Source: an optimization exercise on an open RTL-to-GDS flow (aim: small area). Production flows keep margins and buffers that such runs may drop.
Only simulation tests tie the RTL to the original design; equivalence was not proved.
No activity file was given, so power comes from the tool's default toggle rates.

== job 101 ==
// NERP_demo_top
module NERP_demo_top(
	input wire clk,			 
	input wire rst,			 
	input wire btns,
	input wire btnu,
	input wire btnd,
	input wire btnl,
	input wire btnr,
	output wire [6:0] seg,	 
	output wire [3:0] an,	 
	output wire dp,			 
	output wire [2:0] red,	 
	output wire [2:0] green, 
	output wire [1:0] blue,	 
	output wire hsync,		 
	output wire vsync			 
	);
==> flow/config.mk <==
export PLATFORM = sky130hd
export DESIGN_NAME = NERP_demo_top
export DESIGN_NICKNAME = NERP_demo_top
export VERILOG_FILES = /design/flow/design.v
export SDC_FILE = /design/flow/constraint.sdc
export NUM_CORES = 4
export LEC_CHECK = 0
export CAP_MARGIN = 20
export CORE_MARGIN = 2
export CORE_UTILIZATION = 40
export SLEW_MARGIN = 20
==> flow/constraint.sdc <==
create_clock -name core_clock -period 10.0 [get_ports {clk}]
set_input_delay 2.0000 -clock core_clock [delete_from_list [all_inputs] [get_ports {clk}]]
set_output_delay 2.0000 -clock core_clock [all_outputs]
set_load 0.01 [all_outputs]
standard.sh (not shown) runs the stock make flow with config.mk's settings and CLKGATE_MAP_FILE= SYNTH_SCRIPT=/design/flow/synth_recipe.tcl, a recipe that flattens the netlist after the stock synthesis.
==> flow/flow/run.sh <==
#!/bin/bash
# Standard layout, with the clock tree built from clkbuf_8 without dummy loads
# and the port buffers made with buf_1.
set -euo pipefail
bash standard.sh \
  "CTS_ARGS=-sink_clustering_enable -repair_clock_nets -dont_use_dummy_load -buf_list sky130_fd_sc_hd__clkbuf_8" \
  "BUFFER_PORTS_ARGS=-buffer_cell sky130_fd_sc_hd__buf_1" \
  finish > standard.log 2>&1
Job 101 reached the end of the flow, and the finished layout is clean on the timing, DRC and antenna checks.
## Diff of input files: job 102 against job 101
==> flow/run.sh (new file) <==
#!/bin/bash
# synth_recipe.tcl (not shown) runs the flow's synth.tcl, then flattens the netlist and writes it again
# the make line also repeats each setting of config.mk as NAME=value (left out here)
make -C /OpenROAD-flow-scripts/flow DESIGN_CONFIG=/design/flow/config.mk WORK_HOME=/design/flow/orfs CLKGATE_MAP_FILE= SYNTH_SCRIPT=/design/flow/synth_recipe.tcl finish
diff --git a/flow/config.mk b/flow/config.mk
--- a/flow/config.mk
+++ b/flow/config.mk
@@ -10,0 +11 @@
+export CTS_BUF_LIST = sky130_fd_sc_hd__clkbuf_8
removed: flow/flow/run.sh
removed: flow/standard.sh
Results
In job 102, ratio of final minimum period to clock period is higher than in job 101. Total power: job 102 > job 101. The clock power of job 102 was inferior to that of job 101. Highest clock frequency the design can meet (job 102 / job 101): 0.928.
> inputs changed (job 102 -> job 103)
diff --git a/flow/config.mk b/flow/config.mk
--- a/flow/config.mk
+++ b/flow/config.mk
@@ -11 +10,0 @@
-export CTS_BUF_LIST = sky130_fd_sc_hd__clkbuf_8
--- outcome ---
Clock skew after layout was lower in the run labelled job 103.
Logic gate share of total power | job 103 below job 102
| internal power contribution | job 103 vs job 102 | worse |
Job 103 vs job 102, synthesis-to-layout area growth went up by 2.6 points.
[diff] tightest hold margin, job 103 relative to job 102: regression
Global-route usage across job 103 and job 102: no real change.
Inputs modified between job 103 and job 104:
==> flow/flow/run.sh (new file) <==
#!/bin/bash
set -euo pipefail
bash standard.sh \
  "CTS_ARGS=-sink_clustering_enable -repair_clock_nets -dont_use_dummy_load -buf_list sky130_fd_sc_hd__clkbuf_8" \
  finish > standard.log 2>&1
==> flow/standard.sh (new file) <==
#!/bin/bash
# synth_recipe.tcl (not shown) runs the flow's synth.tcl, then flattens the netlist and writes it again
# the make line also repeats each setting of config.mk as NAME=value (left out here)
make -C /OpenROAD-flow-scripts/flow DESIGN_CONFIG=/design/flow/config.mk WORK_HOME=/design/flow/orfs CLKGATE_MAP_FILE= SYNTH_SCRIPT=/design/flow/synth_recipe.tcl "${@:-finish}"
removed: flow/run.sh
==> comparison <==
Job 104: flow completed, timing, DRC and antenna clean
The count of placed standard cells in the final layout, fillers left out reported for job 104 is smaller than that of job 103 by 14.
Job 104 vs. job 103: wire length of the first global-routing pass shrank by 320 µm, highest ir drop seen on vdd shrank by 21%.

## static timing again, ports no longer ideal
Ports are ideal in the flow. The routed layouts listed here were re-timed in OpenROAD.
Step 1: set_driving_cell puts a clkbuf_16 on clk and a buf_2 on each other input, an assumption about the parent block.
Step 2, shift: input delay + t, output delay - t, t = (earliest + latest rising clock arrival at the registers) / 2. This alone moves slack from input paths to output paths.
Slacks: no drivers / after step 1 / after step 2; pairs: no drivers / after step 1.
run	shift t [ns]	setup slack, ns	pins driven straight from the clock port
job 101	0.491	5.028 / 4.987 / 5.478	1
job 102	0.491	4.641 / 4.601 / 5.092	1
job 103	0.456	4.688 / 4.646 / 5.101	1
job 104	0.481	4.675 / 4.635 / 5.115	1
After both steps every run listed still meets setup and hold.
